Context: an optimization exercise on an open-source flow, tuned for small area. The choices shown serve that exercise and are no tape-out recipe.
Function was checked by simulation only, so behaviour that the tests miss may differ from the original.
The clock cells of runs 5 and 6 come from the design's own scripts or RTL, not from TritonCTS.
No driver is modelled on the clock port, so clock power and skew are understated where the tree is cut down; a real chip needs a root buffer or a tree.
Power figures rest on the tool's default switching activity, not on a simulated workload.

$ cat config.mk
export PLATFORM = sky130hd
export DESIGN_NAME = Signal_generator
export DESIGN_NICKNAME = Signal_generator
export VERILOG_FILES = /design/flow/design.v
export SDC_FILE = /design/flow/constraint.sdc
export NUM_CORES = 8
export LEC_CHECK = 0
export CAP_MARGIN = 20
export CORE_MARGIN = 2
export CORE_UTILIZATION = 30
export PLACE_DENSITY = 0.5
export SLEW_MARGIN = 20
$ cat constraint.sdc
create_clock -name core_clock -period 5.0 [get_ports {CLOCK_50}]
set_input_delay 1.0000 -clock core_clock [delete_from_list [all_inputs] [get_ports {CLOCK_50}]]
set_output_delay 1.0000 -clock core_clock [all_outputs]
set_load 0.01 [all_outputs]
$ cat design.v
module  Signal_generator(
CLOCK_50,
rst,
data,
signal	);
input CLOCK_50;
input rst;
input [7:0] data;
output [15:0] signal;
reg[7:0] sinAddr;
reg[15:0] sine; 
parameter integer nb=256;
integer nb_count;
reg[7:0] bit_ctl;
reg [15:0] signal;  
always@(posedge CLOCK_50)
begin
if(rst)
	begin
	nb_count<=0;
	bit_ctl<=8'd0;
	sinAddr<=8'd0;
	signal<=16'd32768;
	end
else if(bit_ctl<8'd8)
	begin
	if(nb_count==nb-1)
		begin
		nb_count<=0;
		bit_ctl<=bit_ctl +1;
		end
	else
		begin
		nb_count=nb_count + 1;
		end
	if(data[bit_ctl]==1'b1)
		begin
		sinAddr <= sinAddr + 1;
		end
	if(data[bit_ctl]==1'b0)
		begin
		sinAddr <= sinAddr + 2;
		end
		signal<= sine;
	end
else
	begin
	signal<= 16'd32768;
	if(nb_count==nb-1)
		begin
		nb_count<=0;
		bit_ctl<=0;
		end
	else
		begin
		nb_count<= nb_count +1;
		end
	end
end
always@(sinAddr)
	begin
		case(sinAddr)
			8'd0: sine = 16'd32768 ;
			8'd1: sine = 16'd33572 ;
			8'd2: sine = 16'd34376 ;
			8'd3: sine = 16'd35179 ;
			8'd4: sine = 16'd35980 ;
			8'd5: sine = 16'd36779 ;
			8'd6: sine = 16'd37576 ;
			8'd7: sine = 16'd38370 ;
			8'd8: sine = 16'd39161;
			8'd9: sine = 16'd39948 ;
			8'd10: sine = 16'd40730 ;
			8'd11: sine = 16'd41508 ;
			8'd12: sine = 16'd42280 ;
			8'd13: sine = 16'd43047 ;
			8'd14: sine = 16'd43807 ;
			8'd15: sine = 16'd44561 ;
			8'd16: sine = 16'd45308 ;
			8'd17: sine = 16'd46047 ;
			8'd18: sine = 16'd46778 ;
			8'd19: sine = 16'd47501;
			8'd20: sine = 16'd48215;
			8'd21: sine = 16'd48919 ;
			8'd22: sine = 16'd49614 ;
			8'd23: sine = 16'd50299 ;	
			8'd24: sine = 16'd50973 ;
			8'd25: sine = 16'd51636 ;
			8'd26: sine = 16'd52288 ;
			8'd27: sine = 16'd52928 ;
			8'd28: sine = 16'd53556 ;
			8'd29: sine = 16'd54171 ;
			8'd30: sine = 16'd54774 ;
			8'd31: sine = 16'd55363 ;			
			8'd32: sine = 16'd55938;
			8'd33: sine = 16'd56500 ;
			8'd34: sine = 16'd57047 ;
			8'd35: sine = 16'd57580 ;
			8'd36: sine = 16'd58098 ;
			8'd37: sine = 16'd58601 ;
			8'd38: sine = 16'd59088 ;
			8'd39: sine = 16'd59559 ;		
			8'd40: sine = 16'd60014;
			8'd41: sine = 16'd60452 ;
			8'd42: sine = 16'd60874 ;
			8'd43: sine = 16'd61279;
			8'd44: sine = 16'd61667;
			8'd45: sine = 16'd62037 ;
			8'd46: sine = 16'd62390 ;
			8'd47: sine = 16'd62725 ;	
			8'd48: sine = 16'd63042 ;
			8'd49: sine = 16'd63340 ;
			8'd50: sine = 16'd63621 ;
			8'd51: sine = 16'd63882 ;
			8'd52: sine = 16'd64125 ;
			8'd53: sine = 16'd64349 ;
			8'd54: sine = 16'd64554 ;
			8'd55: sine = 16'd64740 ;
			8'd56: sine = 16'd64906;
			8'd57: sine = 16'd65054 ;
			8'd58: sine = 16'd65181 ;
			8'd59: sine = 16'd65290 ;
			8'd60: sine = 16'd65378 ;
			8'd61: sine = 16'd65447 ;
			8'd62: sine = 16'd65497 ;
			8'd63: sine = 16'd65526 ;
			8'd64: sine = 16'd65535 ;
			8'd65: sine = 16'd65526 ;
			8'd66: sine = 16'd65497 ;
			8'd67: sine = 16'd65447;
			8'd68: sine = 16'd65378;
			8'd69: sine = 16'd65290 ;
			8'd70: sine = 16'd65181 ;
			8'd71: sine = 16'd65054 ;
			8'd72: sine = 16'd64906 ;
			8'd73: sine = 16'd64740 ;
			8'd74: sine = 16'd64554 ;
			8'd75: sine = 16'd64349 ;
			8'd76: sine = 16'd64125 ;
			8'd77: sine = 16'd63882 ;
			8'd78: sine = 16'd63621 ;
			8'd79: sine = 16'd63340 ;
			8'd80: sine = 16'd63042;
			8'd81: sine = 16'd62725;
			8'd82: sine = 16'd62390 ;
			8'd83: sine = 16'd62037 ;
			8'd84: sine = 16'd61667 ;
			8'd85: sine = 16'd61279 ;
			8'd86: sine = 16'd60874 ;
			8'd87: sine = 16'd60452 ;
			8'd88: sine = 16'd60014;
			8'd89: sine = 16'd59559 ;
			8'd90: sine = 16'd59088 ;		
			8'd91: sine = 16'd58601;
			8'd92: sine = 16'd58098;
			8'd93: sine = 16'd57580;
			8'd94: sine = 16'd57047 ;
			8'd95: sine = 16'd56500 ;
			8'd96: sine = 16'd55938 ;
			8'd97: sine = 16'd55363 ;
			8'd98: sine = 16'd54774 ;
			8'd99: sine = 16'd54171 ;
			8'd100: sine =16'd53556 ;
			8'd101: sine =16'd52928 ;
			8'd102: sine =16'd52288 ;
			8'd103: sine =16'd51636 ;
			8'd104: sine =16'd50973;
			8'd105: sine =16'd50299 ;
			8'd106: sine =16'd49614 ;
			8'd107: sine = 16'd48919 ;	
			8'd108: sine = 16'd48215 ;
			8'd109: sine = 16'd47501 ;
			8'd110: sine = 16'd46778 ;
			8'd111: sine = 16'd46047 ;
			8'd112: sine = 16'd45308 ;
			8'd113: sine = 16'd44561 ;
			8'd114: sine = 16'd43807 ;
			8'd115: sine = 16'd43047;
			8'd116: sine = 16'd42280;
			8'd117: sine = 16'd41508 ;
			8'd118: sine = 16'd40730 ;
			8'd119: sine = 16'd39948 ;
			8'd120: sine = 16'd39161 ;
			8'd121: sine = 16'd38370 ;
			8'd122: sine = 16'd37576 ;
			8'd123: sine = 16'd36779 ;
			8'd124: sine = 16'd35980 ;
			8'd125: sine = 16'd35179 ;
			8'd126: sine = 16'd34376 ;
			8'd127: sine = 16'd33572 ;
			8'd128: sine = 16'd32768;
			8'd129: sine = 16'd31964 ;
			8'd130: sine = 16'd31160 ;
			8'd131: sine = 16'd30357 ;
			8'd132: sine = 16'd29556 ;
			8'd133: sine = 16'd28757 ;
			8'd134: sine = 16'd27960 ;
			8'd135: sine = 16'd27166 ;
			8'd136: sine = 16'd26375;
			8'd137: sine = 16'd25588 ;
			8'd138: sine = 16'd24806 ;
			8'd139: sine = 16'd24028;
			8'd140: sine = 16'd23256;
			8'd141: sine = 16'd22489 ;
			8'd142: sine = 16'd21729 ;
			8'd143: sine = 16'd20975 ;
			8'd144: sine = 16'd20228 ;
			8'd145: sine = 16'd19489 ;
			8'd146: sine = 16'd18758 ;
			8'd147: sine = 16'd18035 ;
			8'd148: sine = 16'd17321 ;
			8'd149: sine = 16'd16617 ;
			8'd150: sine = 16'd15922 ;
			8'd151: sine = 16'd15237 ;	
			8'd152: sine = 16'd14563;
			8'd153: sine = 16'd13900 ;
			8'd154: sine = 16'd13248 ;
			8'd155: sine = 16'd12608 ;
			8'd156: sine = 16'd11980 ;
			8'd157: sine = 16'd11365 ;
			8'd158: sine = 16'd10762 ;
			8'd159: sine = 16'd10173 ;
			8'd160: sine = 16'd9598 ;
			8'd161: sine = 16'd9036 ;
			8'd162: sine = 16'd8489 ;
			8'd163: sine = 16'd7956;
			8'd164: sine = 16'd7438;
			8'd165: sine = 16'd6935 ;
			8'd166: sine = 16'd6448 ;
			8'd167: sine = 16'd5977 ;
			8'd168: sine = 16'd5522 ;
			8'd169: sine = 16'd5084 ;
			8'd170: sine = 16'd4662 ;
			8'd171: sine = 16'd4257 ;
			8'd172: sine = 16'd3869 ;
			8'd173: sine = 16'd3499 ;
			8'd174: sine = 16'd3146 ;
			8'd175: sine = 16'd2811 ;
			8'd176: sine = 16'd2494;
			8'd177: sine = 16'd2196;
			8'd178: sine = 16'd1915 ;
			8'd179: sine = 16'd1654 ;
			8'd180: sine = 16'd1411 ;
			8'd181: sine = 16'd1187 ;
			8'd182: sine = 16'd982 ;
			8'd183: sine = 16'd796 ;	
			8'd184: sine = 16'd630;
			8'd185: sine = 16'd482 ;
			8'd186: sine = 16'd355 ;		
			8'd187: sine = 16'd246;
			8'd188: sine = 16'd158;
			8'd189: sine = 16'd89;
			8'd190: sine = 16'd39 ;
			8'd191: sine = 16'd10 ;	
			8'd192: sine = 16'd0 ;
			8'd193: sine = 16'd10 ;
			8'd194: sine = 16'd39 ;
			8'd195: sine = 16'd89 ;
			8'd196: sine = 16'd158 ;
			8'd197: sine = 16'd246 ;
			8'd198: sine = 16'd355 ;
			8'd199: sine = 16'd482 ;
			8'd200: sine = 16'd630;
			8'd201: sine = 16'd796 ;
			8'd202: sine = 16'd982 ;
			8'd203: sine = 16'd1187 ;
			8'd204: sine = 16'd1411 ;
			8'd205: sine = 16'd1654 ;
			8'd206: sine = 16'd1915 ;
			8'd207: sine = 16'd2196 ;
			8'd208: sine = 16'd2494 ;
			8'd209: sine = 16'd2811 ;
			8'd210: sine = 16'd3146 ;
			8'd211: sine = 16'd3499;
			8'd212: sine = 16'd3869;
			8'd213: sine = 16'd4257 ;
			8'd214: sine = 16'd4662 ;
			8'd215: sine = 16'd5084 ;
			8'd216: sine = 16'd5522 ;
			8'd217: sine = 16'd5977 ;
			8'd218: sine = 16'd6448 ;
			8'd219: sine = 16'd6935;
			8'd220: sine = 16'd7438 ;
			8'd221: sine = 16'd7956 ;
			8'd222: sine = 16'd8489 ;
			8'd223: sine = 16'd9036 ;	
			8'd224: sine = 16'd9598;
			8'd225: sine = 16'd10173 ;
			8'd226: sine = 16'd10762;
			8'd227: sine = 16'd11365 ;
			8'd228: sine = 16'd11980 ;
			8'd229: sine = 16'd12608 ;
			8'd230: sine = 16'd13248 ;
			8'd231: sine = 16'd13900 ;
			8'd232: sine = 16'd14563;
			8'd233: sine = 16'd15237 ;
			8'd234: sine = 16'd15922 ;
			8'd235: sine = 16'd16617;
			8'd236: sine = 16'd17321;
			8'd237: sine = 16'd18035 ;
			8'd238: sine = 16'd18758 ;
			8'd239: sine = 16'd19489 ;	
			8'd240: sine = 16'd20228 ;
			8'd241: sine = 16'd20975 ;
			8'd242: sine = 16'd21729 ;
			8'd243: sine = 16'd22489 ;
			8'd244: sine = 16'd23256 ;
			8'd245: sine = 16'd24028 ;
			8'd246: sine = 16'd24806 ;
			8'd247: sine = 16'd25588 ;
			8'd248: sine = 16'd26375;
			8'd249: sine = 16'd27166 ;
			8'd250: sine = 16'd27960 ;
			8'd251: sine = 16'd28757 ;
			8'd252: sine = 16'd29556 ;
			8'd253: sine = 16'd30357 ;
			8'd254: sine = 16'd31160 ;
			8'd255: sine = 16'd31964 ;
			default: sine = 16'd0;
		endcase
	end	
endmodule
$ cat run.sh
#!/bin/bash
# synth_recipe.tcl (not shown) runs the flow's synth.tcl, then flattens the netlist and writes it again
# the make line also repeats each setting of config.mk as NAME=value (left out here)
make -C /OpenROAD-flow-scripts/flow DESIGN_CONFIG=/design/flow/config.mk WORK_HOME=/design/flow/orfs CLKGATE_MAP_FILE= SYNTH_SCRIPT=/design/flow/synth_recipe.tcl finish
==> results of run 1 <==
[critical path: cells and delay by family (launching register included)]
family                   cells  cell delay (ns)
AO/OA/AOI/OAI                3             1.12
adder cells (fa/ha/maj)      1             0.87
buffers and inverters        1             0.37
AND/OR/NAND/NOR              3             0.76
flip-flops                   1             0.31
[kinds of logic (layout without fill, tap and decap cells)]
| logic type | count (synthesis) | count (layout) | synth area share |
|---|---|---|---|
| adders and majority gates | 25 | 25 | 0.0427 |
| muxes | 13 | 13 | 0.0265 |
| AOI/OAI and AO/OA | 393 | 393 | 0.360 |
| DFF | 64 | 64 | 0.175 |
| xor gates and xnor gates | 29 | 29 | 0.0347 |
| and+or+nand+nor | 420 | 420 | 0.282 |
| buffers and inverters | 133 | 96 | 0.0795 |
[registers in the layout, indices dropped and copies added (netlist names)]
signal    flops
bit_ctl       8
nb_count     32
signal       16
sinAddr       8
[placed cells by master (no fill, tap or decap), types with 23 or more instances in the layout]
cell type,netlist,layout
nor2_1,107,106
nand2_1,100,100
o21ai_0,100,100
a21oi_1,79,79
dfxtp_1,64,61
buf_4,3,35
nor3_1,35,34
nand3_1,32,32
nand2b_1,33,32
nor2b_1,29,29
a31oi_1,28,28
ha_1,25,25
clkdlybuf4s50_1,0,25
a211oi_1,23,23
[how the worst min path moves through the flow]
stage | start | endpoint | slack, ns | cells after the start
finish | nb_count[0] | nb_count[0] | 0.45 | 1
global route | nb_count[0] | nb_count[0] | 0.48 | 1
CTS | nb_count[0] | nb_count[0] | 0.45 | 1
detailed placement | nb_count[0] | nb_count[0] | 0.44 | 1
global placement | nb_count[0] | nb_count[0] | 0.44 | 1
floorplan | nb_count[0] | nb_count[0] | 0.42 | 1
[area by class of cell]
class | count | area (µm²) | area share
multi-input combinational | 880 | 5480 | 0.676
sequential | 64 | 1290 | 0.159
timing repair buffer | 61 | 533 | 0.0658
tap | 324 | 405 | 0.0500
clock buffer | 9 | 225 | 0.0278
clock inverter | 7 | 103 | 0.0127
inverter | 19 | 71.3 | 0.00880
[stage by stage]
step / utilization / hold WS (ns) / setup WS [ns] / cell area [µm²]
floorplan: - / 0.418 / 2.26 / 7330
global placement: 0.321 / 0.436 / 1.55 / 7760
detailed placement: 0.321 / 0.438 / 1.55 / 7770
CTS: 0.335 / 0.449 / 1.86 / 8100
global route: 0.335 / 0.479 / 1.43 / 8100
finish: 0.335 / 0.446 / 1.49 / 8100
[routing by layer]
layer | part of all wire | wire length (µm) | global-route usage
met1 | 0.39 | 14300 | 0.378
met3 | 0.15 | 5450 | 0.0943
met5 | 0 | 0 | 0
met4 | 0.073 | 2650 | 0.161
met2 | 0.38 | 13900 | 0.376
[report_power, final]
group	total (mW)	internal, mW	switching (mW)
Clock	0.708	0.442	0.266
Sequential	0.562	0.526	0.0368
Combinational	0.801	0.263	0.538
Total	2.07	1.23	0.841
==> flow_metrics.tcl, run 1 <==
set metrics [dict create \
    status "timing/DRC/antenna clean" \
    synthCells 1077 \
    postCtsHoldBufs 0 \
    start_util 0.303 \
    ios 26 \
    drv_slew 0 \
    cts_tree "yes" \
    std_cell_rows 57 \
    grt_pass1_vias 8370 \
    grt_pass1_wl_um 54800 \
    wire_per_inst_um 26.6 \
    synth_area_per_cell_um2 6.81 \
    cp-endpoint "signal[11]" \
    drt_iter0_drc 1852 \
    setup_violations 0 \
    drive_gt1_frac 0.0750 \
    cp_slowest_cell "ha_1" \
    die_y_um 160 \
    nFillCells 2630 \
    path_cells "inv_1 -> ha_1 -> and2_1 -> nor3_1 -> a311oi_1 -> a2111oi_0 -> nor3_1 -> a31o_2" \
    clkTransAtPathRegs_ns 0.06 \
    power.density_nw_per_um2 256 \
    postCtsSetupBuffers 0 \
    reg2reg_slack_ns 1.49 \
    power.total_mw 2.07 \
    diodes 0 \
    chipWidth_um 160 \
    endpoint_kind "flip-flop" \
    max_freq_ghz 0.285 \
    worst_pin_slew_ns 0.977 \
    rsz0062_at_grt "false" \
    power_leakage_nw 2.60 \
    place_inst 1348 \
    io_buffers 25 \
    gp_congestion 1.04 \
    crit_type "reg2reg" \
    slew_headroom 0.347 \
    stdcell_count 1364 \
    drt-pass1-iter-count 7 \
    synth_edf_count 0 \
    ir_drop_v 0.000174 \
    async_reset_ff_frac 0 \
    fin_skew_ns 0.00994 \
    yosys.area.top_type "dfxtp_1" \
    yosysWarnings 1 \
    viasPerCell 6.73 \
    num_vias 9184 \
    insertion_delay_ns 0.34 \
    worst-endpoint-arrival_ns 3.78 \
    dieArea_um2 25700 \
    nets 1070 \
    grt_usage 0.277 \
    cts_resized 0 \
    synth.area.top_cells "dfxtp_1 17%, o21ai_0 6.8%, nor2_1 5.5%" \
    route.detailed.drc 0 \
    crit_start "sinAddr[1]" \
    reg2reg_depth 8 \
    timing.rr.start "sinAddr[1]" \
    required_ns 5.28 \
    grt_overflow 0 \
    area_growth_pct 10.5 \
    r2r_end "signal[11]" \
    yosys-top-cells-count "107 x nor2_1, 100 x nand2_1, 100 x o21ai_0" \
    cts_root_buffer "clkbuf_16" \
    finalCritPeriodShare 0.701 \
    grt_antenna_before_repair 1 \
    hpwl_um 24900 \
    crit_fanout 20 \
    min_period_ns 3.51 \
    holdCritPathClass "reg2reg" \
    core-area_um2 24200 \
    h-tree-depth 3 \
    yosysMostFrequentCell "nor2_1" \
    cts.sinks 64 \
    clockBufferDepth 2 \
    fin_setup_tns_ns 0 \
    synth_top_area_share 0.175 \
    ys_seq_elements 64 \
    synth-main-ff-cell "dfxtp_1" \
    routed_wl_um 36300 \
    cts_buffers 9 \
    finalHoldViolCount 0 \
    syn-num-nets 1112 \
    crit_path_start_kind "flip-flop" \
    grt_max_degree 95 \
    synth_area_um2 7330 \
    ant_nets 0 \
    max_stage_delay_ns 0.87 \
    synth_cell_type_count 74 \
    maxCapViolCount 0 \
    seq_area_frac_synth 0.175 \
    crit_path_frequent_cell "nor3_1" \
]
==> run 2, diff against run 1 <==
==> design.v (replaced) <==
module Signal_generator(
CLOCK_50,
rst,
data,
signal	);
input CLOCK_50;
input rst;
input [7:0] data;
output [15:0] signal;
reg [15:0] signal;
reg [7:0] nb_count;    
reg [3:0] bit_ctl;     
reg [7:0] sinAddr;
wire idle = bit_ctl[3];
wire bit_val = data[bit_ctl[2:0]];
wire half = sinAddr[7];
wire [6:0] q = sinAddr[6:0];
wire [6:0] k = q[6] ? (7'd0 - q) : q;
reg [14:0] s;
always @(*)
	begin
	case (k)
		7'd0: s = 15'd0;
		7'd1: s = 15'd804;
		7'd2: s = 15'd1608;
		7'd3: s = 15'd2411;
		7'd4: s = 15'd3212;
		7'd5: s = 15'd4011;
		7'd6: s = 15'd4808;
		7'd7: s = 15'd5602;
		7'd8: s = 15'd6393;
		7'd9: s = 15'd7180;
		7'd10: s = 15'd7962;
		7'd11: s = 15'd8740;
		7'd12: s = 15'd9512;
		7'd13: s = 15'd10279;
		7'd14: s = 15'd11039;
		7'd15: s = 15'd11793;
		7'd16: s = 15'd12540;
		7'd17: s = 15'd13279;
		7'd18: s = 15'd14010;
		7'd19: s = 15'd14733;
		7'd20: s = 15'd15447;
		7'd21: s = 15'd16151;
		7'd22: s = 15'd16846;
		7'd23: s = 15'd17531;
		7'd24: s = 15'd18205;
		7'd25: s = 15'd18868;
		7'd26: s = 15'd19520;
		7'd27: s = 15'd20160;
		7'd28: s = 15'd20788;
		7'd29: s = 15'd21403;
		7'd30: s = 15'd22006;
		7'd31: s = 15'd22595;
		7'd32: s = 15'd23170;
		7'd33: s = 15'd23732;
		7'd34: s = 15'd24279;
		7'd35: s = 15'd24812;
		7'd36: s = 15'd25330;
		7'd37: s = 15'd25833;
		7'd38: s = 15'd26320;
		7'd39: s = 15'd26791;
		7'd40: s = 15'd27246;
		7'd41: s = 15'd27684;
		7'd42: s = 15'd28106;
		7'd43: s = 15'd28511;
		7'd44: s = 15'd28899;
		7'd45: s = 15'd29269;
		7'd46: s = 15'd29622;
		7'd47: s = 15'd29957;
		7'd48: s = 15'd30274;
		7'd49: s = 15'd30572;
		7'd50: s = 15'd30853;
		7'd51: s = 15'd31114;
		7'd52: s = 15'd31357;
		7'd53: s = 15'd31581;
		7'd54: s = 15'd31786;
		7'd55: s = 15'd31972;
		7'd56: s = 15'd32138;
		7'd57: s = 15'd32286;
		7'd58: s = 15'd32413;
		7'd59: s = 15'd32522;
		7'd60: s = 15'd32610;
		7'd61: s = 15'd32679;
		7'd62: s = 15'd32729;
		7'd63: s = 15'd32758;
		7'd64: s = 15'd32767;
		default: s = 15'bx;
	endcase
	end
wire [15:0] sine = half ? ((k == 7'd64) ? 16'd0 : (16'd32768 - {1'b0, s})) : {1'b1, s};
always @(posedge CLOCK_50)
begin
if (rst)
	begin
	nb_count <= 8'd0;
	bit_ctl <= 4'd0;
	sinAddr <= 8'd0;
	signal <= 16'd32768;
	end
else
	begin
	nb_count <= nb_count + 8'd1;
	if (&nb_count)
		bit_ctl <= idle ? 4'd0 : bit_ctl + 4'd1;
	if (idle)
		signal <= 16'd32768;
	else
		begin
		signal <= sine;
		sinAddr <= sinAddr + (bit_val ? 8'd1 : 8'd2);
		end
	end
end
endmodule
--- a/config.mk
+++ b/config.mk
@@ -5,8 +5,9 @@
 export SDC_FILE = /design/flow/constraint.sdc
 export NUM_CORES = 8
 export LEC_CHECK = 0
+export ABC_AREA = 1
 export CAP_MARGIN = 20
 export CORE_MARGIN = 2
-export CORE_UTILIZATION = 30
-export PLACE_DENSITY = 0.5
+export CORE_UTILIZATION = 60
+export PLACE_DENSITY = 0.7
 export SLEW_MARGIN = 20
==> flow_metrics.tcl, run 2 <==
set metrics [dict create \
    status "timing/DRC/antenna clean" \
    rsz0062_at_grt "false" \
    ant_nets 0 \
    yosys.area.top_type "nand2_1" \
    combPwrFrac 0.454 \
    clockBufferDepth 2 \
    chipWidth_um 80.1 \
    yosysMostFrequentCell "nand2_1" \
    route.detailed.drc 0 \
    routed_wl_um 10800 \
    dieArea_um2 6410 \
    cts_tree "yes" \
    insertion_delay_ns 0.30 \
    top_register "signal" \
    largestRegisters "signal x16, nb_count x8, sinAddr x8" \
    gp_congestion 1.04 \
    finalHoldViolCount 0 \
    postCtsHoldBufs 0 \
    area_growth_pct 9.62 \
    p_sw_frac 0.421 \
    largest_reg_flops 16 \
    die_y_um 80.1 \
    required_ns 5.20 \
    clockPowerShare 0.247 \
    power.density_nw_per_um2 277 \
    power_leakage_nw 1.92 \
    wire_per_inst_um 15.4 \
    endpoint_kind "flip-flop" \
    final_cell_mix "203 x nand2_1, 93 x nand3_1, 72 x nor2_1" \
    hpwl_um 8120 \
    crit_fanout 24 \
    drt-pass1-iter-count 5 \
    grt_overflow 0 \
    maxCapViolCount 0 \
    drive_gt1_frac 0.0606 \
    num_vias 4214 \
    setup_slack_ns 0.878 \
    holdCritPathClass "reg2reg" \
    start_util 0.627 \
    cts.sinks 36 \
    std_cell_rows 27 \
    grt_pass1_vias 3940 \
    cts_resized 0 \
    io_buffers 25 \
    fin_skew_ns 0.00839 \
    synth_area_per_cell_um2 5.66 \
    viasPerCell 6.03 \
    crit_type "reg2reg" \
    seq_area_frac_synth 0.207 \
    slew_headroom 0.438 \
    finalCritPeriodShare 0.824 \
    core-area_um2 5540 \
    grt_max_degree 50 \
    h-tree-depth 2 \
    seq_power_share 0.299 \
    diodes 0 \
    ios 26 \
    syn-num-nets 645 \
    fin_setup_tns_ns 0 \
    reg2reg_slack_ns 0.88 \
    cts_buffers 5 \
    postCtsSetupBuffers 0 \
    synth_edf_count 0 \
    yosysWarnings 1 \
    worst-endpoint-arrival_ns 4.32 \
    synth_top_area_share 0.219 \
    p_int_mw 0.610 \
    ir_drop_v 0.000180 \
    final_common_cell "nand2_1" \
    clkTransAtPathRegs_ns 0.08 \
    drt_iter0_drc 508 \
    yosys-top-cells-count "203 x nand2_1, 93 x nand3_1, 72 x nor2_1" \
    nets 657 \
    cts_root_buffer "clkbuf_8" \
    utilization 0.687 \
    grt_antenna_before_repair 0 \
    synth.area.top_cells "nand2_1 22%, dfxtp_1 21%, nand3_1 13%" \
    synthCells 614 \
    setup_violations 0 \
    synth_cell_type_count 32 \
    grt_usage 0.346 \
    crit_path_start_kind "flip-flop" \
    async_reset_ff_frac 0 \
    netSwitchingPower_mw 0.443 \
    drv_slew 0 \
    worst_pin_slew_ns 0.841 \
    max_freq_ghz 0.243 \
    ys_seq_elements 36 \
    synth_area_um2 3470 \
    grt_pass1_wl_um 17500 \
    dp_worst_setup_slack_ns 1.05 \
    min_period_ns 4.12 \
    synth-main-ff-cell "dfxtp_1" \
]
-- run 2: cell types whose count changed after synthesis, sizes merged, moves of 24 or more --
cell	before	now
inv	19	60
nand2	101	208
dfxtp	64	36
nor2b	29	0
a31oi	28	2
nor2	107	77
clkbuf	62	6
buf	52	16
a21oi	79	33
o21ai	100	30
nor3	35	11
nand2b	33	0
nand3	32	95
-- run 2: kinds of logic after synthesis --
family	synth area share
compound gates	0.110
simple gates	0.497
xor+xnor	0.00504
buf+inv	0.102
fa+ha+maj	0.0778
flops	0.207
-- run 2: final timing paths --
check | cells after the start | end | startpoint
setup / recovery | 19 | signal[14] | sinAddr[0]
hold / removal | 1 | nb_count[0] | nb_count[0]
setup reg to reg | 19 | signal[14] | sinAddr[0]
hold reg to reg | 1 | nb_count[0] | nb_count[0]
-- run 2: cell type report --
cell class / instances / area (µm²)
multi-input combinational: 496 / 2400
fill: 532 / 1730
sequential: 36 / 721
timing repair buffer: 27 / 265
inverter: 60 / 225
tap: 72 / 90.1
clock buffer: 6 / 72.6
clock inverter: 2 / 35.0
-- run 2: stage by stage --
stage / hold WS [ns] / power [mW] / instance area, µm² / cells
2_1_floorplan: 0.418 / 0.660 / 3470 / 614
3_3_place_gp: 0.429 / 0.773 / 3700 / 691
3_5_place_dp: 0.453 / 0.783 / 3700 / 691
4_1_cts: 0.466 / 1.04 / 3810 / 699
5_1_grt: 0.479 / 1.12 / 3810 / 699
6_report: 0.467 / 1.05 / 3810 / 699
-- run 2: layer usage --
layer | GRT usage | vias up | routed length, µm | share of wire
met4 | 0.166 | 0 | 430 | 0.040
li1 | - | 2013 | - | -
met2 | 0.601 | 232 | 5200 | 0.48
met1 | 0.404 | 1921 | 4320 | 0.40
met5 | 0 | - | 0 | 0
met3 | 0.0708 | 48 | 812 | 0.075
-- run 2: worst max-delay path: stages, from the launching register on --
cell     delay [ns]
dfxtp_1        0.55
inv_2          0.19
ha_1           0.25
inv_1          0.08
nand2_1        0.06
nand2_1        0.31
nand2_1        0.60
nand2_1        0.41
nand2_1        0.08
nand2_1        0.09
nand2_1        0.06
o21ai_1        0.19
nand2_1        0.09
a21oi_2        0.19
ha_1           0.21
nand3_1        0.14
nor2_4         0.19
nand3_1        0.12
a21oi_1        0.14
nor2_1         0.07
-- run 2: power by group through the flow --
stage	Sequential [mW]	Clock, mW	Combinational [mW]
2_1_floorplan	0.326	0	0.334
3_3_place_gp	0.321	0	0.452
3_5_place_dp	0.322	0	0.461
4_1_cts	0.315	0.258	0.464
5_1_grt	0.317	0.268	0.531
6_report	0.316	0.260	0.478
==> run 3, diff against run 2 <==
==> flow/run.sh (new file) <==
#!/bin/bash
# Own flow: the standard flow, with a stronger ABC script in synthesis (no
# adder extraction) and single-strength port buffers. Each tool's output goes to
# a log file of its own in this folder.
set -euo pipefail
W=$PWD
rm -rf "$W/scripts_mod"
cp -r "$FLOW_HOME/scripts" "$W/scripts_mod"
cp "$W/flow/abc.script" "$W/scripts_mod/abc_area.script"
bash standard.sh SCRIPTS_DIR="$W/scripts_mod" ADDER_MAP_FILE= synth > "$W/synth.log" 2>&1
bash standard.sh BUFFER_PORTS_ARGS="-buffer_cell sky130_fd_sc_hd__buf_1" > "$W/layout.log" 2>&1
==> flow/abc.script (new file) <==
strash
&get -n
&deepsyn -T 60
&dch
&nf -p
&put
print_stats
==> standard.sh (new file) <==
#!/bin/bash
# synth_recipe.tcl (not shown) runs the flow's synth.tcl, then flattens the netlist and writes it again
# the make line also repeats each setting of config.mk as NAME=value (left out here)
make -C /OpenROAD-flow-scripts/flow DESIGN_CONFIG=/design/flow/config.mk WORK_HOME=/design/flow/orfs CLKGATE_MAP_FILE= SYNTH_SCRIPT=/design/flow/synth_recipe.tcl "${@:-finish}"
--- a/config.mk
+++ b/config.mk
@@ -8,6 +8,7 @@
 export ABC_AREA = 1
 export CAP_MARGIN = 20
 export CORE_MARGIN = 2
-export CORE_UTILIZATION = 60
-export PLACE_DENSITY = 0.7
+export CORE_UTILIZATION = 70
+export GPL_TIMING_DRIVEN = 0
+export PLACE_DENSITY = 0.8
 export SLEW_MARGIN = 20
removed: run.sh
==> flow_metrics.tcl, run 3 <==
set metrics [dict create \
    insertion_delay_ns 0.34 \
    ios 26 \
    grt_antenna_before_repair 0 \
    nets 366 \
    crit_fanout 19 \
    routed_wl_um 6830 \
    route.detailed.drc 0 \
    synth.area.top_cells "dfxtp_1 31%, nor2_1 9.4%, a21oi_1 7.1%" \
    place_area_um2 2480 \
    synthCells 321 \
    power_leakage_nw 0.957 \
    cts_buffers 5 \
    p_sw_frac 0.362 \
    yosysWarnings 1 \
    grt_max_degree 21 \
    slew_headroom 0.295 \
    largest_reg_flops 16 \
    core-area_um2 3100 \
    drt-pass1-iter-count 12 \
    power.density_nw_per_um2 264 \
    dieArea_um2 3780 \
    final_cell_mix "58 x nor2_1, 35 x dfxtp_1, 33 x a21oi_1" \
    netSwitchingPower_mw 0.253 \
    yosys-top-cells-count "58 x nor2_1, 36 x dfxtp_1, 33 x a21oi_1" \
    setup_violations 0 \
    synth_top_area_share 0.312 \
    crit_path_start_kind "flip-flop" \
    maxCapViolCount 0 \
    chipWidth_um 61.5 \
    std_cell_rows 20 \
    cp_slowest_cell "nor3_1" \
    start_util 0.746 \
    drv_slew 0 \
    diodes 0 \
    io_buffers 25 \
    final_common_cell "nor2_1" \
    combPwrFrac 0.305 \
    drt_iter0_drc 502 \
    rsz0062_at_grt "false" \
    grt_usage 0.371 \
    finalHoldViolCount 0 \
    die_y_um 61.5 \
    clockBufferDepth 2 \
    finalCritPeriodShare 0.951 \
    async_reset_ff_frac 0 \
    synth-main-ff-cell "dfxtp_1" \
    synth_edf_count 0 \
    ant_nets 0 \
    cts_tree "yes" \
    top_register "signal" \
    yosysMostFrequentCell "nor2_1" \
    synth_area_um2 2310 \
    grt_pass1_wl_um 10500 \
    wire_per_inst_um 17.0 \
    max_freq_ghz 0.210 \
    p_int_mw 0.446 \
    place_inst 390 \
    cts.sinks 36 \
    path_cells "nor3_1 -> nand3b_1 -> o21ai_0 -> xnor2_1 -> a221oi_1 -> a311o_1 -> a21oi_1 -> o2111ai_1 -> o21ai_0 -> a31oi_4 -> xor2_1 -> nor3_1" \
    area_growth_pct 14.7 \
    viasPerCell 6.89 \
    crit_type "reg2reg" \
    hpwl_um 4430 \
    yosys.area.top_type "dfxtp_1" \
    fin_setup_tns_ns 0 \
    fin_skew_ns 0.00581 \
    grt_overflow 0 \
    clockPowerShare 0.237 \
    endpoint_kind "flip-flop" \
    num_vias 2763 \
    worst-endpoint-arrival_ns 5.02 \
    largestRegisters "signal x16, nb_count x8, sinAddr x8" \
    nFillCells 186 \
    ys_seq_elements 36 \
    h-tree-depth 2 \
    seq_area_frac_synth 0.312 \
    synth_area_per_cell_um2 7.21 \
    ir_drop_v 0.000178 \
    worst_pin_slew_ns 1.05 \
    holdCritPathClass "reg2reg" \
    stdcell_count 401 \
    synth_cell_type_count 36 \
    seq_power_share 0.458 \
    grt_pass1_vias 2340 \
    utilization 0.855 \
    postCtsHoldBufs 0 \
    cts_root_buffer "clkbuf_4" \
    gp_congestion 1.12 \
    clkTransAtPathRegs_ns 0.11 \
    finalInstanceArea_um2 2650 \
    syn-num-nets 331 \
    power.total_mw 0.700 \
    max_stage_delay_ns 0.63 \
    min_period_ns 4.75 \
    required_ns 5.26 \
    status "timing/DRC/antenna clean" \
    drive_gt1_frac 0.0616 \
]
-- run 3: cell types whose count changed in the layout (fill, tap and decap cells not counted), moves of 6 or more --
cell,delta
ha_1,-20
buf_1,+25
and3_1,+9
xnor2_1,+9
inv_2,-13
nand3_1,-90
nor2_1,-14
nor3_1,+15
nand2_1,-173
o21a_1,+6
inv_1,-47
a211oi_1,+7
clkdlybuf4s50_1,-25
-- run 3: logic make-up after synthesis --
kind of cell	count (synthesis)	share of synthesized area
compound gates	113	0.307
xor+xnor	23	0.0930
buf+inv	5	0.00811
flops	36	0.312
mux	1	0.00433
simple gates	143	0.276
-- run 3: final cells by class --
cell class | count | area [µm²] | area share
Multi-Input combinational cell | 281 | 1690 | 0.636
Sequential cell | 36 | 722 | 0.272
Timing Repair Buffer | 27 | 109 | 0.0410
Clock buffer | 7 | 55.1 | 0.0207
Tap cell | 44 | 55.1 | 0.0207
Inverter | 5 | 18.8 | 0.00707
Clock inverter | 1 | 7.51 | 0.00283
-- run 3: metrics by stage --
stage / setup slack, ns / hold WS, ns
3_5_place_dp: -0.650 / 0.468
4_1_cts: 0.0170 / 0.495
3_3_place_gp: -0.829 / 0.450
5_1_grt: 0.0198 / 0.535
2_1_floorplan: 0.337 / 0.434
6_report: 0.247 / 0.493
-- run 3: power by group through the flow --
stage	Sequential (mW)	Combinational [mW]	Clock, mW
floorplan	0.326	0.138	0
global placement	0.323	0.188	0
detailed placement	0.324	0.192	0
CTS	0.318	0.197	0.163
global route	0.323	0.228	0.177
finish	0.320	0.214	0.166
-- run 3: critical path: cells and delay by family, from the launching register on --
kind | cells | cell delay [ns]
AOI/OAI and AO/OA | 7 | 2.38
DFF | 1 | 0.46
xor gates and xnor gates | 2 | 0.76
and+or+nand+nor | 3 | 1.08
-- run 3: metal layers --
metal / track usage / wire length, µm
met5: 0 / 0
met4: 0.170 / 351
met3: 0.128 / 920
met2: 0.558 / 3000
met1: 0.478 / 2560
-- run 3: timing repair --
| action | CTS | global route |
|---|---|---|
| cloned | 1 | 0 |
| setup buffers | 2 | 0 |
| pin swaps | 2 | 0 |
| gates resized for setup | 4 | 8 |
| hold endpoints to repair | 0 | 0 |
| setup endpoints to repair | 11 | 11 |
-- run 3: final timing paths --
kind | from | to | cells past startpoint | slack [ns]
worst max-delay path | sinAddr[0] | signal[14] | 12 | 0.25
worst min register to register | nb_count[6] | nb_count[6] | 2 | 0.49
worst min-delay path | nb_count[6] | nb_count[6] | 2 | 0.49
worst max register to register | sinAddr[0] | signal[14] | 12 | 0.25
==> run 4, diff against run 3 <==
--- a/design.v
+++ b/design.v
@@ -13,9 +13,19 @@
 reg [7:0] sinAddr;
 wire idle = bit_ctl[3];
 wire bit_val = data[bit_ctl[2:0]];
-wire half = sinAddr[7];
+wire slot_end = &nb_count;
+wire [7:0] nb_next = nb_count + 8'd1;
+wire z = rst | idle;
 wire [6:0] q = sinAddr[6:0];
-wire [6:0] k = q[6] ? (7'd0 - q) : q;
+wire [6:0] below;      
+assign below[0] = 1'b0;
+genvar j;
+generate for (j = 1; j < 7; j = j + 1) begin : g_below
+	assign below[j] = below[j-1] | q[j-1];
+end endgenerate
+wire [6:0] kf = {q[6] & ~below[6], q[5:0] ^ ({6{q[6]}} & below[5:0])};
+wire [6:0] k = kf & {7{~z}};
+wire h = sinAddr[7] & ~z;
 reg [14:0] s;
 always @(*)
 	begin
@@ -88,28 +98,30 @@
 		default: s = 15'bx;
 	endcase
 	end
-wire [15:0] sine = half ? ((k == 7'd64) ? 16'd0 : (16'd32768 - {1'b0, s})) : {1'b1, s};
+wire k26_27 = (k[6:1] == 6'd13);
+wire c7 = |k;
+wire c5 = c7 & ~k26_27;
+wire c4 = c5 & (k != 7'd38);
+wire c3 = c4 & (k != 7'd2) & (k != 7'd6) & (k != 7'd12);
+wire c2 = s[0] | s[1];
+wire [14:0] flip = {{8{h & c7}}, h & c5, h & c5, h & c4, h & c3, h & c2, h & s[0], 1'b0};
+wire [15:0] sine = {~(h & c7), (s ^ flip) & {14'h3fff, ~(h & k[6])}};
 always @(posedge CLOCK_50)
 begin
+signal <= sine;
 if (rst)
 	begin
 	nb_count <= 8'd0;
 	bit_ctl <= 4'd0;
 	sinAddr <= 8'd0;
-	signal <= 16'd32768;
 	end
 else
 	begin
-	nb_count <= nb_count + 8'd1;
-	if (&nb_count)
+	nb_count <= nb_next;
+	if (slot_end)
 		bit_ctl <= idle ? 4'd0 : bit_ctl + 4'd1;
-	if (idle)
-		signal <= 16'd32768;
-	else
-		begin
-		signal <= sine;
+	if (!idle)
 		sinAddr <= sinAddr + (bit_val ? 8'd1 : 8'd2);
-		end
 	end
 end
 endmodule
==> flow/run.sh (replaced) <==
#!/bin/bash
# Own flow: the standard flow (standard.sh), with two changes:
#  - synthesis uses flow/abc.script (a deepsyn-based ABC script) instead of
#    ORFS's area script, with no adder extraction; it is run for several
#    deepsyn seeds and the smallest netlist with enough setup slack is kept;
#  - the port buffers are sky130_fd_sc_hd__buf_1.
# Each tool's output goes to a log file of its own in this folder.
set -euo pipefail
W=$PWD
export PLATFORM_DIR="$FLOW_HOME/platforms/sky130hd"
SEEDS="1 2 3 4 5 6 7 8"
MIN_WNS=1.0e-9

mkdir -p "$W/cand"
for s in $SEEDS; do
  (
    C="$W/cand/s$s"
    rm -rf "$C"; mkdir -p "$C"
    cp -r "$FLOW_HOME/scripts" "$C/scripts_mod"
    sed "s/@SEED@/$s/" "$W/flow/abc.script" > "$C/scripts_mod/abc_area.script"
    bash standard.sh WORK_HOME="$C/orfs" SCRIPTS_DIR="$C/scripts_mod" ADDER_MAP_FILE= NUM_CORES=1 synth > "$W/synth_s$s.log" 2>&1 || true
  ) &
done
wait

best=""; best_area=""
for s in $SEEDS; do
  NET="$W/cand/s$s/orfs/results/sky130hd/Signal_generator/base/1_2_yosys.v"
  [[ -f "$NET" ]] || continue
  area=$(grep -A3 "Chip area" "$W/cand/s$s/orfs/reports/sky130hd/Signal_generator/base/synth_stat.txt" | grep -o "Chip area for module[^:]*: [0-9.]*" | awk '{print $NF}' | head -1)
  CAND_NETLIST="$NET" openroad -no_init -exit "$W/flow/sta.tcl" > "$W/sta_s$s.log" 2>&1 || true
  wns=$(grep "^CAND_WNS" "$W/sta_s$s.log" | awk '{print $2}')
  echo "seed $s area $area wns $wns" >> "$W/candidates.log"
  [[ -n "$area" && -n "$wns" ]] || continue
  if python3 -c "import sys; sys.exit(0 if float('$wns') >= $MIN_WNS else 1)"; then
    if [[ -z "$best" ]] || python3 -c "import sys; sys.exit(0 if float('$area') < float('$best_area') else 1)"; then
      best=$s; best_area=$area
    fi
  fi
done
[[ -n "$best" ]] || best=1
echo "chosen seed $best area $best_area" >> "$W/candidates.log"

rm -rf "$W/scripts_mod"
cp -r "$FLOW_HOME/scripts" "$W/scripts_mod"
sed "s/@SEED@/$best/" "$W/flow/abc.script" > "$W/scripts_mod/abc_area.script"
bash standard.sh SCRIPTS_DIR="$W/scripts_mod" ADDER_MAP_FILE= synth > "$W/synth.log" 2>&1
rm -rf "$W/cand"
bash standard.sh BUFFER_PORTS_ARGS="-buffer_cell sky130_fd_sc_hd__buf_1" > "$W/layout.log" 2>&1
==> flow/abc.script (replaced) <==
strash
&get -n
&deepsyn -J 100 -S @SEED@
&nf -p -R 100
&put
==> flow/sta.tcl (new file) <==
# Pre-layout setup slack of a synthesized netlist (no wires), for choosing among candidates.
read_lef $::env(PLATFORM_DIR)/lef/sky130_fd_sc_hd.tlef
read_lef $::env(PLATFORM_DIR)/lef/sky130_fd_sc_hd_merged.lef
read_liberty $::env(PLATFORM_DIR)/lib/sky130_fd_sc_hd__tt_025C_1v80.lib
read_verilog $::env(CAND_NETLIST)
link_design $::env(FLOW_TOP)
read_sdc $::env(FLOW_SDC)
puts "CAND_WNS [sta::worst_slack_cmd max]"
--- a/config.mk
+++ b/config.mk
@@ -8,7 +8,7 @@
 export ABC_AREA = 1
 export CAP_MARGIN = 20
 export CORE_MARGIN = 2
-export CORE_UTILIZATION = 70
+export CORE_UTILIZATION = 60
 export GPL_TIMING_DRIVEN = 0
-export PLACE_DENSITY = 0.8
+export PLACE_DENSITY = 0.7
 export SLEW_MARGIN = 20
==> flow_metrics.tcl, run 4 <==
set metrics [dict create \
    worst-endpoint-arrival_ns 4.72 \
    crit_fanout 22 \
    synthCells 305 \
    diodes 0 \
    yosys-top-cells-count "47 x nor2_1, 36 x dfxtp_1, 35 x a21oi_1" \
    grt_usage 0.355 \
    finalHoldViolCount 0 \
    synth_top_area_share 0.323 \
    fin_skew_ns 0.00591 \
    reg2reg_depth 11 \
    holdCritPathClass "reg2reg" \
    largestRegisters "signal x16, nb_count x8, sinAddr x8" \
    synth_cell_type_count 40 \
    min_from "nb_count[0]" \
    cts.sinks 36 \
    insertion_delay_ns 0.30 \
    finalCritPeriodShare 0.911 \
    required_ns 5.16 \
    drive_gt1_frac 0.0441 \
    ys_seq_elements 36 \
    max_freq_ghz 0.219 \
    start_util 0.618 \
    timing.rr.start "sinAddr[0]" \
    cts_root_buffer "clkbuf_8" \
    largest_reg_flops 16 \
    place_area_um2 2410 \
    power_leakage_nw 0.966 \
    core-area_um2 3610 \
    rsz0062_at_grt "false" \
    clkTransAtPathRegs_ns 0.07 \
    gp_congestion 1.11 \
    dieArea_um2 4220 \
    cts_buffers 5 \
    postCtsHoldBufs 0 \
    yosysWarnings 1 \
    r2r_end "signal[2]" \
    grt_overflow 0 \
    maxCapViolCount 0 \
    setup_violations 0 \
    drt_iter0_drc 369 \
    ant_nets 0 \
    grt_max_degree 25 \
    drt-pass1-iter-count 7 \
    die_y_um 64.9 \
    slew_headroom 0.321 \
    synth_area_per_cell_um2 7.31 \
    final_cell_mix "47 x nor2_1, 36 x dfxtp_1, 35 x a21oi_1" \
    power.density_nw_per_um2 256 \
    postCtsSetupBuffers 0 \
    routed_wl_um 6950 \
    nets 349 \
    hpwl_um 5060 \
    area_growth_pct 12.2 \
    worst_pin_slew_ns 1.01 \
    ir_drop_v 0.000170 \
    cts_resized 0 \
    crit_type "in2reg" \
    num_vias 2669 \
    yosysMostFrequentCell "nor2_1" \
    clockBufferDepth 2 \
    crit_path_start_kind "input port" \
    final_common_cell "nor2_1" \
    finalInstanceArea_um2 2500 \
    viasPerCell 6.88 \
    route.detailed.drc 0 \
    syn-num-nets 315 \
    chipWidth_um 64.9 \
    h-tree-depth 2 \
    drv_slew 0 \
    grt_pass1_wl_um 11400 \
    synth.area.top_cells "dfxtp_1 32%, nor2_1 7.9%, a21oi_1 7.9%" \
    seq_area_frac_synth 0.323 \
    reg2reg_slack_ns 0.70 \
    fin_setup_tns_ns 0 \
    grt_antenna_before_repair 0 \
    cts_tree "yes" \
    std_cell_rows 22 \
    synth-main-ff-cell "dfxtp_1" \
    io_buffers 25 \
    min_period_ns 4.56 \
    async_reset_ff_frac 0 \
    holdPathEnd "nb_count[0]" \
    yosys.area.top_type "dfxtp_1" \
    synth_edf_count 0 \
    whs_path_depth 1 \
    top_register "signal" \
    utilization 0.693 \
    wire_per_inst_um 17.9 \
    power.total_mw 0.641 \
    endpoint_kind "flip-flop" \
    synth_area_um2 2230 \
    ios 26 \
    grt_pass1_vias 2361 \
    status "timing/DRC/antenna clean" \
]
run 4: cell count changes after synthesis, sizes merged, moves of 4 or more:
cell,change
a211oi,-6
a22o,-4
clkinv,-4
nand2b,+4
nand3,+5
nor2,-11
o21a,-4
xnor2,-4
run 4: critical path, cell delays in order:
cell and delay, ns:
buf_1 0.39, nor2_1 0.68, o21ai_0 0.41, nor2_1 0.64
nor2_1 0.10, o21ai_0 0.30, nor2_1 0.16, nor3_1 0.29
nor3_1 0.09, o311ai_0 0.53, xor2_1 0.12
run 4: worst max path at each step:
stage                     cells after the start  slack [ns]   endpoint  startpoint
after floorplan                               9        1.09  signal[3]         rst
after global placement                       10       -0.20  signal[3]         rst
after detailed placement                     11        0.39  signal[2]         rst
after CTS                                    11        0.69  signal[2]         rst
after global routing                         11        0.05  signal[2]         rst
final                                        11        0.44  signal[2]         rst
run 4: cell families (layout without fill, tap and decap cells):
| logic type | Yosys count | count (layout) | synth area share |
|---|---|---|---|
| flops | 36 | 36 | 0.323 |
| mux | 4 | 4 | 0.0298 |
| simple gates | 143 | 143 | 0.294 |
| xor+xnor | 20 | 20 | 0.0786 |
| buf+inv | 1 | 36 | 0.00168 |
| compound gates | 101 | 101 | 0.272 |
run 4: metal layers:
layer,GRT usage,share of wire
met1,0.455,0.39
met2,0.534,0.43
met3,0.0851,0.13
met4,0.221,0.055
met5,0,0
run 4: power by group:
group / leakage [nW] / internal (mW) / switching [mW] / total, mW
clock: 0.0479 / 0.0970 / 0.114 / 0.211
combinational: 0.624 / 0.0401 / 0.0783 / 0.118
sequential: 0.294 / 0.301 / 0.0112 / 0.312
total: 0.966 / 0.438 / 0.203 / 0.641
run 4: stage by stage:
step / std cells / setup slack, ns / hold slack [ns]
2_1_floorplan: 305 / 1.09 / 0.434
3_3_place_gp: 378 / -0.200 / 0.448
3_5_place_dp: 380 / 0.389 / 0.479
4_1_cts: 388 / 0.694 / 0.496
5_1_grt: 388 / 0.0518 / 0.511
6_report: 388 / 0.443 / 0.491
run 4: area by class of cell:
cell class                 count  area (µm²)
multi-input combinational    268        1520
fill                         318        1110
sequential                    36         721
timing repair buffer          27         109
clock buffer                   5        68.8
tap                           48        60.1
clock inverter                 3        18.8
inverter                       1        3.75
==> run 5, diff against run 4 <==
--- a/flow/run.sh
+++ b/flow/run.sh
@@ -3,7 +3,9 @@
 #  - synthesis uses flow/abc.script (a deepsyn-based ABC script) instead of
 #    ORFS's area script, with no adder extraction; it is run for several
 #    deepsyn seeds and the smallest netlist with enough setup slack is kept;
-#  - the port buffers are sky130_fd_sc_hd__buf_1.
+#  - the port buffers are sky130_fd_sc_hd__buf_1;
+#  - clock distribution is one clock buffer driving all registers
+#    (flow/clock_buffer.tcl, run in place of TritonCTS in ORFS's cts step).
 # Each tool's output goes to a log file of its own in this folder.
 set -euo pipefail
 W=$PWD
@@ -46,4 +48,12 @@
 sed "s/@SEED@/$best/" "$W/flow/abc.script" > "$W/scripts_mod/abc_area.script"
 bash standard.sh SCRIPTS_DIR="$W/scripts_mod" ADDER_MAP_FILE= synth > "$W/synth.log" 2>&1
 rm -rf "$W/cand"
-bash standard.sh BUFFER_PORTS_ARGS="-buffer_cell sky130_fd_sc_hd__buf_1" > "$W/layout.log" 2>&1
+PORTBUF="-buffer_cell sky130_fd_sc_hd__buf_1"
+export CLOCK_BUFFER_CELL=${CLOCK_BUFFER_CELL:-sky130_fd_sc_hd__clkbuf_16} CLOCK_BUFFER_GROUPS=${CLOCK_BUFFER_GROUPS:-1}
+bash standard.sh BUFFER_PORTS_ARGS="$PORTBUF" place > "$W/place.log" 2>&1
+rm -rf "$W/scripts_cts"
+cp -r "$FLOW_HOME/scripts" "$W/scripts_cts"
+sed -i "s#^log_cmd clock_tree_synthesis .*#source $W/flow/clock_buffer.tcl#" "$W/scripts_cts/cts.tcl"
+grep -q "flow/clock_buffer.tcl" "$W/scripts_cts/cts.tcl"
+bash standard.sh BUFFER_PORTS_ARGS="$PORTBUF" SCRIPTS_DIR="$W/scripts_cts" cts > "$W/cts.log" 2>&1
+bash standard.sh BUFFER_PORTS_ARGS="$PORTBUF" > "$W/layout.log" 2>&1
==> flow/clock_buffer.tcl (new file) <==
# Clock distribution in place of TritonCTS: the register clock pins are split
# into CLOCK_BUFFER_GROUPS groups by position (bisection along x, then y), and
# one clock buffer (CLOCK_BUFFER_CELL), placed at its group's centroid, drives
# each group. The clock port drives only these buffers.
set block [ord::get_db_block]
set db [ord::get_db]
set clk_port [lindex [get_property [lindex [all_clocks] 0] sources] 0]
set clk_net [$block findNet [get_full_name $clk_port]]
set cell sky130_fd_sc_hd__clkbuf_16
if {[info exists ::env(CLOCK_BUFFER_CELL)]} { set cell $::env(CLOCK_BUFFER_CELL) }
set ngroups 1
if {[info exists ::env(CLOCK_BUFFER_GROUPS)]} { set ngroups $::env(CLOCK_BUFFER_GROUPS) }
set master [$db findMaster $cell]

# sinks as {iterm x y}
set sinks {}
foreach it [$clk_net getITerms] {
  set box [[$it getInst] getBBox]
  lappend sinks [list $it [expr {([$box xMin] + [$box xMax]) / 2}] [expr {([$box yMin] + [$box yMax]) / 2}]]
}

# split a list of sinks into n groups: bisect along x at depth 0, y at depth 1, ...
proc split_sinks {sinks n depth} {
  if {$n <= 1} { return [list $sinks] }
  set idx [expr {$depth % 2 == 0 ? 1 : 2}]
  set sorted [lsort -integer -index $idx $sinks]
  set n1 [expr {$n / 2}]
  set cut [expr {[llength $sorted] * $n1 / $n}]
  set a [lrange $sorted 0 [expr {$cut - 1}]]
  set b [lrange $sorted $cut end]
  return [concat [split_sinks $a $n1 [expr {$depth + 1}]] [split_sinks $b [expr {$n - $n1}] [expr {$depth + 1}]]]
}

set g 0
foreach group [split_sinks $sinks $ngroups 0] {
  set n [llength $group]
  if {$n == 0} { continue }
  set sx 0
  set sy 0
  foreach s $group {
    set sx [expr {$sx + [lindex $s 1]}]
    set sy [expr {$sy + [lindex $s 2]}]
  }
  set name [$clk_net getName]
  set buf [odb::dbInst_create $block $master clkbuf_${g}_$name]
  set net [odb::dbNet_create $block clknet_${g}_$name]
  $net setSigType CLOCK
  foreach s $group {
    set it [lindex $s 0]
    $it disconnect
    $it connect $net
  }
  [$buf findITerm A] connect $clk_net
  [$buf findITerm X] connect $net
  $buf setLocation [expr {$sx / $n}] [expr {$sy / $n}]
  $buf setPlacementStatus PLACED
  puts "clock_buffer: $cell $g drives $n clock sinks"
  incr g
}
global_connect
set_propagated_clock [all_clocks]
--- a/config.mk
+++ b/config.mk
@@ -8,7 +8,7 @@
 export ABC_AREA = 1
 export CAP_MARGIN = 20
 export CORE_MARGIN = 2
-export CORE_UTILIZATION = 60
+export CORE_UTILIZATION = 70
 export GPL_TIMING_DRIVEN = 0
-export PLACE_DENSITY = 0.7
+export PLACE_DENSITY = 0.8
 export SLEW_MARGIN = 20
==> flow_metrics.tcl, run 5 <==
set metrics [dict create \
    worst_pin_slew_ns 1.03 \
    maxCapViolCount 0 \
    diodes 0 \
    grt_usage 0.367 \
    yosys.area.top_type "dfxtp_1" \
    dieArea_um2 3650 \
    postCtsHoldBufs 0 \
    largestRegisters "signal x16, nb_count x8, sinAddr x8" \
    grt_antenna_before_repair 0 \
    postCtsSetupBuffers 0 \
    slew_headroom 0.309 \
    crit_path_start_kind "input port" \
    wire_per_inst_um 17.2 \
    status "timing/DRC/antenna clean" \
    synth-simple-area-share 0.294 \
    synth_top_family_by_area "simple AND/OR/NAND/NOR gates" \
    route.detailed.drc 0 \
    synth_area_um2 2230 \
    die_y_um 60.4 \
    min_from "nb_count[7]" \
    endpoint_kind "flip-flop" \
    io_buffers 25 \
    clkTransAtPathRegs_ns 0.12 \
    chipWidth_um 60.4 \
    max_stage_delay_ns 0.74 \
    syn-num-nets 315 \
    setup_violations 0 \
    synth-main-ff-cell "dfxtp_1" \
    gr-usage-met1 0.510 \
    finalCritPeriodShare 0.946 \
    whs_path_depth 2 \
    reg2reg_depth 11 \
    max_freq_ghz 0.211 \
    start_util 0.730 \
    regArea_um2 721 \
    clockPowerShare 0.197 \
    core-area_um2 3050 \
    rsz0062_at_grt "false" \
    drv_slew 0 \
    holdCritPathClass "reg2reg" \
    largest_reg_flops 16 \
    synth_compound_area_frac 0.272 \
    ir_drop_v 0.000202 \
    p_int_mw 0.379 \
    seq_area_frac_synth 0.323 \
    required_ns 5.04 \
    fin_skew_ns 0.00528 \
    synth_top_area_share 0.323 \
    top_usage_layer "met2" \
    num_vias 2564 \
    drt_iter0_drc 385 \
    finalHoldViolCount 0 \
    ys_seq_elements 36 \
    utilization 0.794 \
    netSwitchingPower_mw 0.160 \
    area_growth_pct 8.82 \
    hold_ws_ns 0.503 \
    final_common_cell "nor2_1" \
    min_period_ns 4.73 \
    grt_pass1_vias 2203 \
    grt_max_degree 37 \
    crit_fanout 22 \
    seq_power_share 0.580 \
    dp_worst_setup_slack_ns 0.408 \
    gp_congestion 1.21 \
    nFillCells 248 \
    final_cell_mix "47 x nor2_1, 36 x dfxtp_1, 35 x a21oi_1" \
    place_area_um2 2390 \
    power_leakage_nw 0.924 \
    synth_xor_area_frac 0.0786 \
    holdPathEnd "nb_count[7]" \
    hpwl_um 4790 \
    crit_type "in2reg" \
    yosysMostFrequentCell "nor2_1" \
    setup_slack_ns 0.272 \
    crit_path_frequent_cell "nor2_1" \
    grtUsageMet2 0.585 \
    path_cells "buf_1 -> nor2_1 -> o21ai_0 -> nor2_1 -> a21oi_1 -> nand2_1 -> o21ai_0 -> nor2_1 -> nor3_1 -> nor3_1 -> o311ai_0 -> xor2_1" \
    timing.rr.start "sinAddr[0]" \
    worst-endpoint-arrival_ns 4.77 \
    synth_cell_type_count 40 \
    synth_adder_area_share 0 \
    yosysWarnings 1 \
    top_register "signal" \
    drt-pass1-iter-count 8 \
    nets 344 \
    grt_pass1_wl_um 10400 \
    grt_overflow 0 \
    synthCells 305 \
    ios 26 \
    ant_nets 0 \
    drive_gt1_frac 0.0211 \
    insertion_delay_ns 0.18 \
    muxShareOfSynthArea 0.0298 \
    std_cell_rows 20 \
    combPwrFrac 0.223 \
    cp_slowest_cell "buf_1" \
    r2r_end "signal[2]" \
    synth_area_per_cell_um2 7.31 \
    synth_edf_count 0 \
    multi_input_area_um2 1520 \
    viasPerCell 6.82 \
    reg2reg_slack_ns 0.85 \
    power.density_nw_per_um2 222 \
    yosys-top-cells-count "47 x nor2_1, 36 x dfxtp_1, 35 x a21oi_1" \
    routed_wl_um 6460 \
    p_sw_frac 0.298 \
    cts_resized 0 \
    grt.met3_usage 0.0746 \
    finalInstanceArea_um2 2420 \
    synth.area.top_cells "dfxtp_1 32%, nor2_1 7.9%, a21oi_1 7.9%" \
    async_reset_ff_frac 0 \
]
-- run 5: power by group through the flow --
stage	logic, mW	clock network (mW)	registers, mW
CTS	0.114	0.105	0.312
detailed placement	0.113	0	0.319
global placement	0.110	0	0.317
floorplan	0.0747	0	0.321
global route	0.130	0.117	0.315
finish	0.120	0.106	0.313
-- run 5: area by class of cell --
cell class | instances | share of cell area
buffer | 1 | 0.0103
multi-input combinational | 268 | 0.626
sequential | 36 | 0.297
tap | 44 | 0.0227
inverter | 1 | 0.00155
timing repair buffer | 26 | 0.0418
-- run 5: cells by family (layout without fill, tap and decap cells) --
group,after synthesis,count (layout)
xor gates and xnor gates,20,20
DFF,36,36
muxes,4,4
and+or+nand+nor,143,143
AOI/OAI and AO/OA,101,101
buffers and inverters,1,28
-- run 5: worst max-delay path by stage --
stage / startpoint / endpoint / slack (ns)
finish: rst / signal[2] / 0.27
global route: rst / signal[2] / 0.14
global placement: rst / signal[3] / -0.26
floorplan: rst / signal[3] / 1.09
CTS: rst / signal[2] / 0.57
detailed placement: rst / signal[2] / 0.41
-- run 5: critical path, delay by kind of cell --
family | cells | cell delay (ns)
AO/OA/AOI/OAI | 4 | 1.44
XOR/XNOR | 1 | 0.17
buffers and inverters | 1 | 0.74
AND/OR/NAND/NOR | 6 | 1.41
-- run 5: layer usage --
metal,vias up,wire [µm]
met4,0,295
met1,1109,2530
li1,1188,-
met2,217,2750
met3,50,887
met5,-,0
-- run 5: stage by stage --
| step | setup TNS (ns) | instances | total power, mW |
|---|---|---|---|
| finish | 0 | 376 | 0.539 |
| floorplan | 0 | 305 | 0.396 |
| CTS | 0 | 376 | 0.531 |
| global placement | -0.300 | 374 | 0.427 |
| global route | 0 | 376 | 0.562 |
| detailed placement | 0 | 375 | 0.432 |
==> run 6, diff against run 5 <==
--- a/config.mk
+++ b/config.mk
@@ -8,7 +8,7 @@
 export ABC_AREA = 1
 export CAP_MARGIN = 20
 export CORE_MARGIN = 2
-export CORE_UTILIZATION = 70
+export CORE_UTILIZATION = 65
 export GPL_TIMING_DRIVEN = 0
-export PLACE_DENSITY = 0.8
+export PLACE_DENSITY = 0.75
 export SLEW_MARGIN = 20
==> flow_metrics.tcl, run 6 <==
set metrics [dict create \
    synth_area_per_cell_um2 7.31 \
    largest_reg_flops 16 \
    crit_path_start_kind "input port" \
    reg2reg_slack_ns 0.69 \
    path_cells "clkdlybuf4s15_1 -> nor2_4 -> o21ai_0 -> nor2_1 -> nor2_1 -> o21ai_0 -> nor2_1 -> nor3_1 -> nor3_1 -> o311ai_0 -> xor2_1" \
    synth-main-ff-cell "dfxtp_1" \
    hpwl_um 5050 \
    required_ns 5.04 \
    synth_cell_type_count 40 \
    grt_antenna_before_repair 0 \
    synthCells 305 \
    nFillCells 267 \
    synth_top_area_share 0.323 \
    r2r_end "signal[2]" \
    grtUsageMet2 0.579 \
    cp_top_family "simple AND/OR/NAND/NOR gates" \
    yosys.area.top_type "dfxtp_1" \
    seq_power_share 0.581 \
    holdCritPathClass "reg2reg" \
    rsz0062_at_grt "false" \
    synth_edf_count 0 \
    min_from "nb_count[0]" \
    async_reset_ff_frac 0 \
    power_leakage_nw 0.931 \
    finalHoldViolCount 0 \
    drv_slew 0 \
    regArea_um2 721 \
    crit_buf_inv 1 \
    insertion_delay_ns 0.18 \
    ant_nets 0 \
    worst_pin_slew_ns 1.01 \
    drt_iter0_drc 365 \
    netSwitchingPower_mw 0.158 \
    finalCritPeriodShare 0.953 \
    dieArea_um2 3910 \
    diodes 0 \
    combPwrFrac 0.226 \
    power.total_mw 0.537 \
    reg2reg_depth 11 \
    crit_fanout 22 \
    hold_ws_ns 0.502 \
    area_growth_pct 9.55 \
    fin_skew_ns 0.00547 \
    max_stage_delay_ns 0.63 \
    gp_congestion 1.07 \
    power.density_nw_per_um2 220 \
    clkTransAtPathRegs_ns 0.12 \
    p_int_mw 0.379 \
    grt_usage 0.344 \
    std_cell_rows 21 \
    start_util 0.673 \
    postCtsSetupBuffers 0 \
    grt_max_degree 37 \
    status "timing/DRC/antenna clean" \
    ir_drop_v 0.000174 \
    yosysMostFrequentCell "nor2_1" \
    nets 344 \
    holdPathEnd "nb_count[0]" \
    viasPerCell 6.83 \
    timing.rr.start "sinAddr[0]" \
    largestRegisters "signal x16, nb_count x8, sinAddr x8" \
    max_freq_ghz 0.210 \
    cp.depth 11 \
    slew_headroom 0.320 \
    ys_seq_elements 36 \
    crit_type "in2reg" \
    route.detailed.drc 0 \
    top_register "signal" \
    crit_path_frequent_cell "nor2_1" \
    ios 26 \
    fin_setup_tns_ns 0 \
    synth_area_um2 2230 \
    synth.area.top_cells "dfxtp_1 32%, nor2_1 7.9%, a21oi_1 7.9%" \
    core-area_um2 3310 \
    whs_path_depth 1 \
    maxCapViolCount 0 \
    postCtsHoldBufs 0 \
    die_y_um 62.6 \
    syn-num-nets 315 \
    setup_violations 0 \
    multi_input_area_um2 1530 \
    grt.met3_usage 0.0649 \
    p_sw_frac 0.295 \
    final_cell_mix "46 x nor2_1, 36 x dfxtp_1, 35 x a21oi_1" \
    cts_resized 0 \
    worst-endpoint-arrival_ns 4.80 \
    top_usage_layer "met2" \
    seq_area_frac_synth 0.323 \
    grt_pass1_wl_um 11100 \
    drive_gt1_frac 0.0241 \
    min_period_ns 4.76 \
    yosysWarnings 1 \
    gr-usage-met1 0.452 \
    yosys-top-cells-count "47 x nor2_1, 36 x dfxtp_1, 35 x a21oi_1" \
    routed_wl_um 6730 \
    io_buffers 25 \
    chipWidth_um 62.6 \
    final_common_cell "nor2_1" \
    wire_per_inst_um 17.8 \
    drt-pass1-iter-count 7 \
    grt_overflow 0 \
    cp_slowest_cell "clkdlybuf4s15_1" \
    grt_pass1_vias 2378 \
    num_vias 2580 \
    clockPowerShare 0.194 \
    endpoint_kind "flip-flop" \
]
run 6: cell counts after synthesis:
Identical to the previous run, type by type.
run 6: routing by layer:
metal  routed length [µm]  vias up  part of all wire
met2                 2990      235              0.44
met4                  278        0             0.041
met3                  948       49              0.14
li1                     -     1185                 -
met1                 2510     1111              0.37
met5                    0        -                 0
run 6: power groups by stage:
stage	combinational [mW]	sequential [mW]	clock (mW)
after floorplan	0.0747	0.321	0
after global placement	0.112	0.317	0
after detailed placement	0.114	0.318	0
after CTS	0.114	0.312	0.107
after global routing	0.129	0.314	0.117
final	0.121	0.312	0.104
run 6: worst reg2reg max path: stages (launching register included):
cell      delay, ns
dfxtp_1        0.83
or3_1          0.25
nand2_1        0.10
xnor2_1        0.64
nand2_1        0.54
a21oi_1        0.52
o21ai_0        0.20
nor2_1         0.32
nor3_1         0.16
nor3_1         0.18
o311ai_0       0.22
xor2_1         0.22
run 6: worst max-delay path by stage:
stage	startpoint	endpoint	slack, ns
2_1_floorplan	rst	signal[3]	1.09
3_3_place_gp	rst	signal[3]	-0.19
3_5_place_dp	rst	signal[3]	0.11
4_1_cts	rst	signal[3]	0.25
5_1_grt	rst	signal[2]	0.12
6_report	rst	signal[2]	0.24
run 6: cell type report:
| cell class | count | share of cell area |
|---|---|---|
| timing repair buffer | 26 | 0.0441 |
| multi-input combinational | 268 | 0.625 |
| buffer | 1 | 0.0103 |
| sequential | 36 | 0.295 |
| inverter | 1 | 0.00154 |
| tap | 46 | 0.0236 |
run 6: kinds of logic after synthesis:
family                    synth area share
muxes                               0.0298
DFF                                  0.323
xor gates and xnor gates            0.0786
AOI/OAI and AO/OA                    0.272
buffers and inverters              0.00168
and+or+nand+nor                      0.294
run 6: metrics by stage:
step	cell area [µm²]	util	cells	setup slack (ns)
2_1_floorplan	2230	-	305	1.09
3_3_place_gp	2380	0.719	376	-0.194
3_5_place_dp	2400	0.724	377	0.108
4_1_cts	2420	0.732	378	0.251
5_1_grt	2440	0.737	378	0.116
6_report	2440	0.737	378	0.237

==> re-timing with driven ports <==
Ports are ideal in the flow. The routed layouts listed here were re-timed in OpenROAD. Step 1 (the two cells are an assumption about what drives the block):
set clk [get_ports {CLOCK_50}]
set_driving_cell -lib_cell sky130_fd_sc_hd__clkbuf_16 $clk
set_driving_cell -lib_cell sky130_fd_sc_hd__buf_2 [delete_from_list [all_inputs] $clk]
Step 2 times the ports against the registers' clock, not the clock port: input delays grow and output delays shrink by t, the midpoint of the rising clock arrivals with the driver on. Three values: no drivers, after step 1, after step 2; two values: the first two.
run	shift t [ns]	setup slack, ns	hold WS [ns]	worst setup path after step 2	worst slew at a driven data input, ns
run 1	0.378	1.493 / 1.493 / 1.493	0.446 / 0.446 / 0.446	register to register	0.03
run 2	0.325	0.878 / 0.878 / 0.878	0.467 / 0.467 / 0.467	register to register	0.04
run 3	0.364	0.247 / 0.247 / 0.247	0.493 / 0.493 / 0.493	register to register	0.03
run 4	0.326	0.443 / 0.449 / 0.123	0.491 / 0.491 / 0.491	input to register	0.03
run 5	0.211	0.272 / 0.278 / 0.067	0.503 / 0.503 / 0.503	input to register	0.03
run 6	0.210	0.237 / 0.237 / 0.027	0.502 / 0.502 / 0.502	input to register	0.04
After both steps every run listed still meets setup and hold. For run 4, which loses most, drivers alone change the setup slack by +0.006 ns; drivers and shift together by -0.320 ns.
